From an optimization exercise on the open Yosys and OpenROAD flow, aimed at small area and a short achievable clock period; shortcuts taken in it are not production practice.
RTL that was checked went through simulation tests only; none was proved equivalent to the original.
The flow treats the clock pin as an ideal source, which a real chip does not have.
Power figures rest on the tool's default switching activity, not on a simulated workload.

## 07-20
Design SPI_Wrapper, start of the top module:
module SPI_Wrapper(MISO, MOSI, SS_n, rst_n, clk);
input MOSI, SS_n, clk, rst_n;
output MISO;
wire [9:0] rxdata;
wire [7:0] txdata;
wire rx_valid,tx_valid;
SPI_RAM #(256,8) R (rxdata, txdata, rx_valid, tx_valid , clk, rst_n);
SPI_SLAVE  S (MOSI,MISO,SS_n,clk,rst_n,rxdata,rx_valid, txdata, tx_valid);
endmodule
Size in the first run: roughly 2,100 flip-flops, about 0.049 mm^2 of cells after synthesis.
export LEC_CHECK = 0
export ABC_AREA = 1
export CAP_MARGIN = 20
export CORE_MARGIN = 2
export CORE_UTILIZATION = 75
export CTS_BUF_LIST = sky130_fd_sc_hd__clkbuf_16
export CTS_CLUSTER_DIAMETER = 70
export CTS_CLUSTER_SIZE = 32
export SETUP_SLACK_MARGIN = 2.35
export SLEW_MARGIN = 20
create_clock -name core_clock -period 4.0 [get_ports {clk}]
standard.sh (not shown) runs the stock make flow with config.mk's settings and CLKGATE_MAP_FILE= SYNTH_SCRIPT=/design/flow/synth_recipe.tcl, a recipe that flattens the netlist after the stock synthesis.
==> flow/flow/run.sh <==
#!/bin/bash
# The standard layout, with one change after CTS: the levels of the clock
# tree between the clock port and CTS's leaf buffers are replaced by four
# buf_16 buffers that the port drives directly (flow/ctsfix.tcl).
set -euo pipefail
WORK=$(pwd)
R=$WORK/orfs/results/$FLOW_PLATFORM/SPI_Wrapper/base

# 1. standard synthesis, floorplan, placement and CTS
bash standard.sh cts > "$WORK/std_to_cts.log" 2>&1

# 2. rebuild the top of the clock tree
cp "$R/4_cts.odb" "$WORK/4_cts_standard.odb"
FLOW_HOME="$FLOW_HOME" FLOW_PLATFORM="$FLOW_PLATFORM" \
  IN_ODB="$WORK/4_cts_standard.odb" IN_SDC="$R/4_cts.sdc" OUT_ODB="$WORK/4_cts_fixed.odb" \
  NROOT=4 CLK_PORT=clk ROOT_CELL=sky130_fd_sc_hd__buf_16 \
  openroad -no_init -exit "$WORK/flow/ctsfix.tcl" > "$WORK/ctsfix.log" 2>&1
cp "$WORK/4_cts_fixed.odb" "$R/4_cts.odb"
touch "$R/4_cts.odb" "$R/4_cts.sdc"

# 3. the rest of the standard layout
bash standard.sh > "$WORK/std_route_finish.log" 2>&1
==> flow/flow/ctsfix.tcl <==
# Rebuild the top of the clock tree that ORFS's CTS made: the clock port
# drives NROOT clkbuf_16 buffers directly, each placed at the centre of a
# group of CTS's leaf buffers (the buffers that drive flip-flops), which it
# drives.  The leaf level is kept as CTS made it; only the levels between the
# port and the leaves are replaced, so the tree stays balanced and one level
# shallower.
set flow $::env(FLOW_HOME)
set plat $::env(FLOW_PLATFORM)
read_db $::env(IN_ODB)
read_liberty $flow/platforms/$plat/lib/sky130_fd_sc_hd__tt_025C_1v80.lib
read_sdc $::env(IN_SDC)
source $flow/platforms/$plat/setRC.tcl
set_propagated_clock [all_clocks]
estimate_parasitics -placement
puts "before:"
report_clock_latency -digits 3

set NROOT $::env(NROOT)
set block [ord::get_db_block]
set clk [$block findNet $::env(CLK_PORT)]

proc out_net {inst} {
  foreach it [$inst getITerms] { if {[[$it getMTerm] getIoType] eq "OUTPUT"} { return [$it getNet] } }
  return "NULL"
}
proc loads {net} {
  set l {}
  foreach it [$net getITerms] { if {[[$it getMTerm] getIoType] eq "INPUT"} { lappend l $it } }
  return $l
}

# walk the tree.  A leaf is a buffer that drives a flip-flop; any buffers it
# also drives are taken off it and walked in turn.  Upper buffers drive only
# buffers.
set upper {}; set upper_nets {}; set leaves {}; set dummies {}; set moved {}
set front [list $clk]
while {[llength $front]} {
  set next {}
  foreach net $front {
    foreach it [loads $net] {
      set inst [$it getInst]
      if {[[$it getMTerm] getName] eq "CLK"} { continue }
      set on [out_net $inst]
      if {$on eq "NULL"} { lappend dummies $inst; continue }
      set has_ff 0
      foreach l [loads $on] {
        if {[[$l getMTerm] getName] eq "CLK"} { set has_ff 1 }
      }
      if {$has_ff} {
        lappend leaves $it
        # buffers below a leaf: detach them from it and walk them too
        foreach l [loads $on] {
          set li [$l getInst]
          if {[[$l getMTerm] getName] ne "CLK" && [out_net $li] ne "NULL"} { lappend moved $l }
        }
      } else {
        lappend upper $inst; lappend upper_nets $on; lappend next $on
      }
    }
  }
  # buffers that hung below a leaf become leaves or upper buffers themselves
  foreach l $moved {
    set li [$l getInst]
    set on [out_net $li]
    set has_ff 0
    foreach x [loads $on] { if {[[$x getMTerm] getName] eq "CLK"} { set has_ff 1 } }
    if {$has_ff} { lappend leaves $l } else { lappend upper $li; lappend upper_nets $on; lappend next $on }
  }
  set moved {}
  set front $next
}
# dummy loads hanging on the upper nets go with them
set gone_nets [concat [list $clk] $upper_nets]
foreach d $dummies {
  set a [$d findITerm A]
  set n [$a getNet]
  if {$n ne "NULL" && [lsearch -exact $gone_nets $n] >= 0} { $a disconnect; odb::dbInst_destroy $d }
}

# group the leaves: equal-sized sectors by angle around their centre
set sx 0; set sy 0
foreach it $leaves { set loc [[$it getInst] getLocation]; set sx [expr $sx+[lindex $loc 0]]; set sy [expr $sy+[lindex $loc 1]] }
set cx [expr double($sx)/[llength $leaves]]; set cy [expr double($sy)/[llength $leaves]]
set ang {}
set i 0
foreach it $leaves {
  set loc [[$it getInst] getLocation]
  lappend ang [list $i [expr atan2([lindex $loc 1]-$cy, [lindex $loc 0]-$cx)]]
  incr i
}
set ang [lsort -real -index 1 $ang]
set N [llength $leaves]
set asg [lrepeat $N 0]
set k 0
foreach e $ang { lset asg [lindex $e 0] [expr ($k * $NROOT) / $N]; incr k }
set cents {}
for {set k 0} {$k < $NROOT} {incr k} {
  set sx 0; set sy 0; set n 0
  foreach it $leaves a $asg {
    if {$a == $k} { set loc [[$it getInst] getLocation]; set sx [expr $sx+[lindex $loc 0]]; set sy [expr $sy+[lindex $loc 1]]; incr n }
  }
  lappend cents [list [expr $sx/$n] [expr $sy/$n]]
}

# take the old upper tree apart
foreach it $leaves { $it disconnect }
foreach it $moved { }
foreach inst $upper {
  foreach it [$inst getITerms] { if {[$it getNet] ne "NULL" && ![[$it getNet] isSpecial]} { $it disconnect } }
  odb::dbInst_destroy $inst
}
foreach n $upper_nets { odb::dbNet_destroy $n }

# the new top level
set root_cell sky130_fd_sc_hd__clkbuf_16
if {[info exists ::env(ROOT_CELL)]} { set root_cell $::env(ROOT_CELL) }
set master [[ord::get_db] findMaster $root_cell]
for {set k 0} {$k < $NROOT} {incr k} {
  set b [odb::dbInst_create $block $master "clkroot_$k"]
  set c [lindex $cents $k]
  $b setLocation [expr int([lindex $c 0])] [expr int([lindex $c 1])]
  $b setPlacementStatus PLACED
  [$b findITerm A] connect $clk
  set on [odb::dbNet_create $block "clknet_root_$k"]
  $on setSigType CLOCK
  [$b findITerm X] connect $on
  set n 0
  foreach it $leaves a $asg { if {$a == $k} { $it connect $on; incr n } }
  puts "root $k drives $n leaf buffers"
}
if {[info exists ::env(LEAF_CELL)]} {
  set lm [[ord::get_db] findMaster $::env(LEAF_CELL)]
  foreach it $leaves { [$it getInst] swapMaster $lm }
}
detailed_placement
check_placement
estimate_parasitics -placement
puts "after:"
report_clock_latency -digits 3
report_clock_skew -digits 3
set mx 0
foreach p [get_pins -hierarchical */CLK] { foreach k {slew_max_rise slew_max_fall} { set v [get_property $p $k]; if {$v > $mx} {set mx $v} } }
puts "largest clock pin slew (estimate): $mx"
write_db $::env(OUT_ODB)
07-20: no failed stages, no open violations at the end
For 05-25, these inputs were changed with respect to 07-20:
==> flow/flow/run.sh <==
#!/bin/bash
# The standard layout, with one change after CTS: the levels of the clock
# tree between the clock port and CTS's leaf buffers are replaced by four
# buf_16 buffers that the port drives directly, and the leaf buffers become
# buf_12 (flow/ctsfix.tcl).
set -euo pipefail
WORK=$(pwd)
R=$WORK/orfs/results/$FLOW_PLATFORM/SPI_Wrapper/base

# 1. standard synthesis, floorplan, placement and CTS
bash standard.sh cts > "$WORK/std_to_cts.log" 2>&1

# 2. rebuild the top of the clock tree
cp "$R/4_cts.odb" "$WORK/4_cts_standard.odb"
FLOW_HOME="$FLOW_HOME" FLOW_PLATFORM="$FLOW_PLATFORM" \
  IN_ODB="$WORK/4_cts_standard.odb" IN_SDC="$R/4_cts.sdc" OUT_ODB="$WORK/4_cts_fixed.odb" \
  NROOT=4 CLK_PORT=clk ROOT_CELL=sky130_fd_sc_hd__buf_16 LEAF_CELL=sky130_fd_sc_hd__buf_12 \
  openroad -no_init -exit "$WORK/flow/ctsfix.tcl" > "$WORK/ctsfix.log" 2>&1
cp "$WORK/4_cts_fixed.odb" "$R/4_cts.odb"
touch "$R/4_cts.odb" "$R/4_cts.sdc"

# 3. the rest of the standard layout
bash standard.sh > "$WORK/std_route_finish.log" 2>&1
-- flow/config.mk --
<<< 07-20, line 12
export CTS_BUF_LIST = sky130_fd_sc_hd__clkbuf_16
export CTS_CLUSTER_DIAMETER = 70
export CTS_CLUSTER_SIZE = 32
export SETUP_SLACK_MARGIN = 2.35
export SLEW_MARGIN = 20
>>> 05-25, line 12
export CTS_BUF_LIST = sky130_fd_sc_hd__clkbuf_16
export CTS_CLUSTER_DIAMETER = 70
export CTS_CLUSTER_SIZE = 28
export SETUP_SLACK_MARGIN = 2.35
export SLEW_MARGIN = 20
Per the comparison of 05-25 with 07-20, total power draw about even, layout buffer count excluding clock buffers rose about 2.7%, number of cells upsized or downsized after cts rose about 2%, shortest clock period the worst path allows after layout fell 0.023 ns.
Delta (05-25 minus 07-20): maximum achievable frequency rose 7.7 MHz; share of power burned in the clock network rose 0.2 points; post-detailed-routing wire length rose 1.2%; clock-cell share of area fell 0.32 points.
The total track usage number comes out lower for 07-20 vs 05-25.
Each of the runs, namely 05-25 and 07-20, reached the end of the flow and came out clean.
Compared with 07-20, 05-25 shows power spent charging and discharging nets higher by about 3.2%.
Share of power burned in registers ends up higher on 07-20.

The RTL this note starts from:
==> flow/design.v <==
module SPI_RAM (din, dout ,rx_valid, tx_valid , clk, rst_n);
parameter MEM_DEPTH=256;
parameter ADDR_SIZE=8;
input clk, rst_n, rx_valid;
input [9:0] din;
output  reg tx_valid;
output reg [ADDR_SIZE-1:0] dout;
reg [7:0] read_address;
reg [7:0] rdbuf;    
reg       pend;     
reg [2:0] ph;       
reg       slot;     
reg [7:0] tapreg;   
wire [4:0] ra = read_address[7:3];
wire       cmd  = rst_n & rx_valid;
wire       land = pend & slot;
reg  [7:0] tap6;
wire [7:0] s6 [0:31];
genvar g;
generate
  for (g = 0; g < 32; g = g + 1) begin : rg
    reg [63:0] s;
    wire we = land & (ra == g);
    always @(posedge clk)
      s <= {s[55:0], we ? rdbuf : s[63:56]};
    assign s6[g] = s[55:48];
  end
endgenerate
integer k;
always @(*) begin
  tap6 = 8'd0;
  for (k = 0; k < 32; k = k + 1)
    tap6 = tap6 | ({8{ra == k}} & s6[k]);
end
always @(posedge clk) begin
  ph     <= ph + 3'd1;
  slot   <= (ph + 3'd1) == read_address[2:0];
  tapreg <= tap6;
end
always @(posedge clk) begin
  if (cmd && ~din[8])
    read_address <= din[7:0];
end
always @(posedge clk) begin
  if (cmd && din[9:8] == 2'b01) begin
    rdbuf <= din[7:0];
    pend  <= 1'b1;
  end
  else if (slot) begin
    if (pend)
      pend <= 1'b0;
    else
      rdbuf <= tapreg;
  end
end
always @(posedge clk or negedge rst_n) begin
	if (~rst_n) begin
		dout<=0;
		tx_valid<=0;
	end
	else if (rx_valid) begin
		if (din[9:8] == 2'b11) begin
		    dout<= rdbuf;
		    tx_valid<=1;
		end
	end
end
endmodule
module SPI_SLAVE (MOSI,MISO,SS_n,clk,rst_n,rx_data,rx_valid, tx_data, tx_valid);
input MOSI,SS_n,clk,rst_n,tx_valid;
input [7:0] tx_data;
output reg MISO;
output reg rx_valid;
output reg [9:0] rx_data; 
localparam [2:0] IDLE=3'd0, CHK_CMD=3'd1, WRITE=3'd2, READ_ADD=3'd3, READ_DATA=3'd4;
reg [2:0] cs,ns;
reg rd_flag;  
reg [3:0] state_countout;
reg[3:0] MISO_CountOut;
wire counter_enable;  
wire counter_done;  
reg MISO_CountEn; 
wire MISO_CountDone;
always@(posedge clk or negedge rst_n) begin
  if(~rst_n) begin
    cs<= IDLE;
  end
  else begin
    cs<=ns;
  end
end  
always@(*) begin
  case(cs)
  IDLE: begin 
    if(~SS_n) 
      ns=CHK_CMD;
    else 
      ns=IDLE;
  end
  CHK_CMD:
    if(~SS_n) begin
      if(MOSI && ~rd_flag) begin
         ns=READ_ADD;
        end
        else if(MOSI && rd_flag) begin
         ns=READ_DATA;
        end
        else begin
         ns=WRITE;
        end
    end
    else begin
      ns=IDLE;
    end
  READ_DATA:
    if(SS_n) begin
      ns=IDLE;
    end
    else begin
      ns=READ_DATA;
    end
  READ_ADD:
    if(SS_n) begin
      ns=IDLE;
    end
    else begin
      ns=READ_ADD;
    end
  WRITE:
     if(SS_n) begin
      ns=IDLE;
    end
    else begin
      ns=WRITE;
    end
default:begin 
  ns=IDLE;
end
    endcase
end
always@ (posedge clk or negedge  rst_n) begin
  if(!rst_n) begin
    rd_flag<=0;
  end
  else begin
    if(cs!=IDLE) begin
      if(cs==READ_ADD && counter_done) begin
        rd_flag<=1;
      end
      else if (cs==READ_DATA && counter_done && MISO_CountDone)begin
        rd_flag<=0;
      end
    end
  end
end
always@ (posedge clk) begin
  if(cs==IDLE) begin
    MISO<=0; 
    rx_data<=0;
  end
  else begin
  if(counter_enable) begin
    rx_data<={MOSI,rx_data[9:1]};
  end
  if(MISO_CountEn&&(cs==READ_DATA)) begin
    MISO<= tx_data[MISO_CountOut];
  end
end
end
always@(posedge clk or negedge rst_n) begin
  if(~rst_n) begin
    state_countout<=0;
    MISO_CountOut<=7;  
    MISO_CountEn<=0;
  end
  else begin
    if(cs==IDLE)begin
      state_countout<=0;
      MISO_CountOut<=7;
      MISO_CountEn<=0;
    end
    else if(counter_enable) begin
      state_countout<=state_countout+1;
    end
    if(counter_done) begin
      state_countout<=0;
      MISO_CountOut<=7;  
    end
    if(counter_done&&cs==READ_DATA)begin
    MISO_CountEn<=1;
    end
    if(MISO_CountEn) begin
      MISO_CountOut<=MISO_CountOut-1;
    end
    if (MISO_CountDone) begin
      MISO_CountOut<=7;
      MISO_CountEn<=0;
    end
  end  
end
assign counter_enable=(cs != IDLE && cs!=CHK_CMD && ~counter_done && ~MISO_CountEn)?1:0;
assign counter_done = (state_countout==4'b1010)?1:0;
assign MISO_CountDone = (MISO_CountOut== 0)?1:0;
always @(posedge clk ) begin
  if(counter_done)begin
    rx_valid<=1;
  end
  else begin
    rx_valid<=0;
  end
end
endmodule
module SPI_Wrapper(MISO, MOSI, SS_n, rst_n, clk);
input MOSI, SS_n, clk, rst_n;
output MISO;
wire [9:0] rxdata;
wire [7:0] txdata;
wire rx_valid,tx_valid;
SPI_RAM #(256,8) R (rxdata, txdata, rx_valid, tx_valid , clk, rst_n);
SPI_SLAVE  S (MOSI,MISO,SS_n,clk,rst_n,rxdata,rx_valid, txdata, tx_valid);
endmodule
==> flow/config.mk <==
export PLATFORM = sky130hd
export DESIGN_NAME = SPI_Wrapper
export DESIGN_NICKNAME = SPI_Wrapper
export VERILOG_FILES = /design/flow/design.v
export SDC_FILE = /design/flow/constraint.sdc
export NUM_CORES = 4
export LEC_CHECK = 0
export CAP_MARGIN = 20
export CORE_MARGIN = 2
export CORE_UTILIZATION = 60
export CTS_BUF_LIST = sky130_fd_sc_hd__clkbuf_8
export CTS_CLUSTER_SIZE = 30
export SETUP_SLACK_MARGIN = 1.5
export SLEW_MARGIN = 20
==> flow/constraint.sdc <==
create_clock -name core_clock -period 4.0 [get_ports {clk}]
set_input_delay 0.8000 -clock core_clock [delete_from_list [all_inputs] [get_ports {clk}]]
set_output_delay 0.8000 -clock core_clock [all_outputs]
set_load 0.01 [all_outputs]
run.sh (not shown) runs the stock make flow with config.mk's settings and CLKGATE_MAP_FILE= SYNTH_SCRIPT=/design/flow/synth_recipe.tcl, a recipe that flattens the netlist after the stock synthesis.
Stock flow here: none of the scripts above is used.
Change:
ABC_CLOCK_PERIOD_IN_PS = 1800   (was not set)
CTS_BUF_LIST = sky130_fd_sc_hd__clkbuf_16   (was sky130_fd_sc_hd__clkbuf_8)
CTS_CLUSTER_DIAMETER = 70   (was not set)
CTS_CLUSTER_SIZE = 35   (was 30)
SETUP_SLACK_MARGIN = 2.2   (was 1.5)
What happened: The new run completed with no timing, DRC or antenna violations. Global-route usage came out lower by 0.76 points. Area after synthesis stays the same. Clock-buffer cell count came out lower by 311. Register-to-register slack is better by 0.09 ns. Sequential share of layout area came out higher by 2.7 points. Worst setup slack is better by 0.089 ns. Total power came out lower by 19%. Flip-flop and latch count stays the same. Worst hold slack is better by 0.044 ns. Cell area came out lower by 3.5%. Clock skew came out lower by 0.047 ns.
Change:
ABC_CLOCK_PERIOD_IN_PS = not set   (was 1800)
CORE_UTILIZATION = 40   (was 60)
CTS_BUF_LIST = not set   (was sky130_fd_sc_hd__clkbuf_16)
CTS_CLUSTER_DIAMETER = not set   (was 70)
CTS_CLUSTER_SIZE = not set   (was 35)
SETUP_SLACK_MARGIN = not set   (was 2.2)
Outcome: Count of clock-buffer cells in the layout increases by 193. Synthesized cell count is unchanged. Global-route usage decreases by 7.4 points. Power increases by a quarter to a third. Setup slack got worse by 0.61 ns. Worst hold slack got worse by 0.029 ns. Die area increases by well over a third. Non-clock buffer count decreases by 106. Register-to-register slack got worse by 0.61 ns. Critical path depth decreases by 4. Wire length decreases by a few percent.
No functional check of the RTL was part of any run of this note.

## re-timing with driven ports
The flow's constraints put no driver on any port. The routed layouts listed below were extracted and timed again, unchanged, in two steps.
Step 1 assumes that a clkbuf_16 drives the clock port and a buf_2 every other input.
Step 2 adds t to the input delays and takes it off the output delays; t is the mean of the earliest and latest rising clock arrival at the registers after step 1. Input paths then give back, and output paths get back, about the clock's delay inside the block.
Three values: ideal ports, drivers, drivers and shift; two values: the first two.
| run | t (ns) | setup slack, ns | worst hold slack (ns) | slew at the worst register clock pin (ns) |
|---|---|---|---|---|
| 07-20 | 0.625 | 2.251 / 2.101 / 1.998 | 0.301 / 0.264 / 0.302 | 0.12 / 0.12 |
| 05-25 | 0.614 | 2.274 / 2.127 / 2.049 | 0.317 / 0.268 / 0.317 | 0.12 / 0.12 |
| the first run of note 2 | 0.940 | 1.574 / 1.574 / 1.158 | 0.279 / 0.279 / 0.279 | 0.07 / 0.07 |
| the second run of note 2 | 0.716 | 1.663 / 1.663 / 1.612 | 0.323 / 0.323 / 0.323 | 0.12 / 0.12 |
| the third run of note 2 | 0.816 | 1.051 / 1.051 / 1.051 | 0.293 / 0.293 / 0.293 | 0.07 / 0.07 |
After both steps every run listed still meets setup and hold. For the first run of note 2, which loses most, drivers alone change the setup slack by 0.000 ns; drivers and shift together by -0.416 ns.
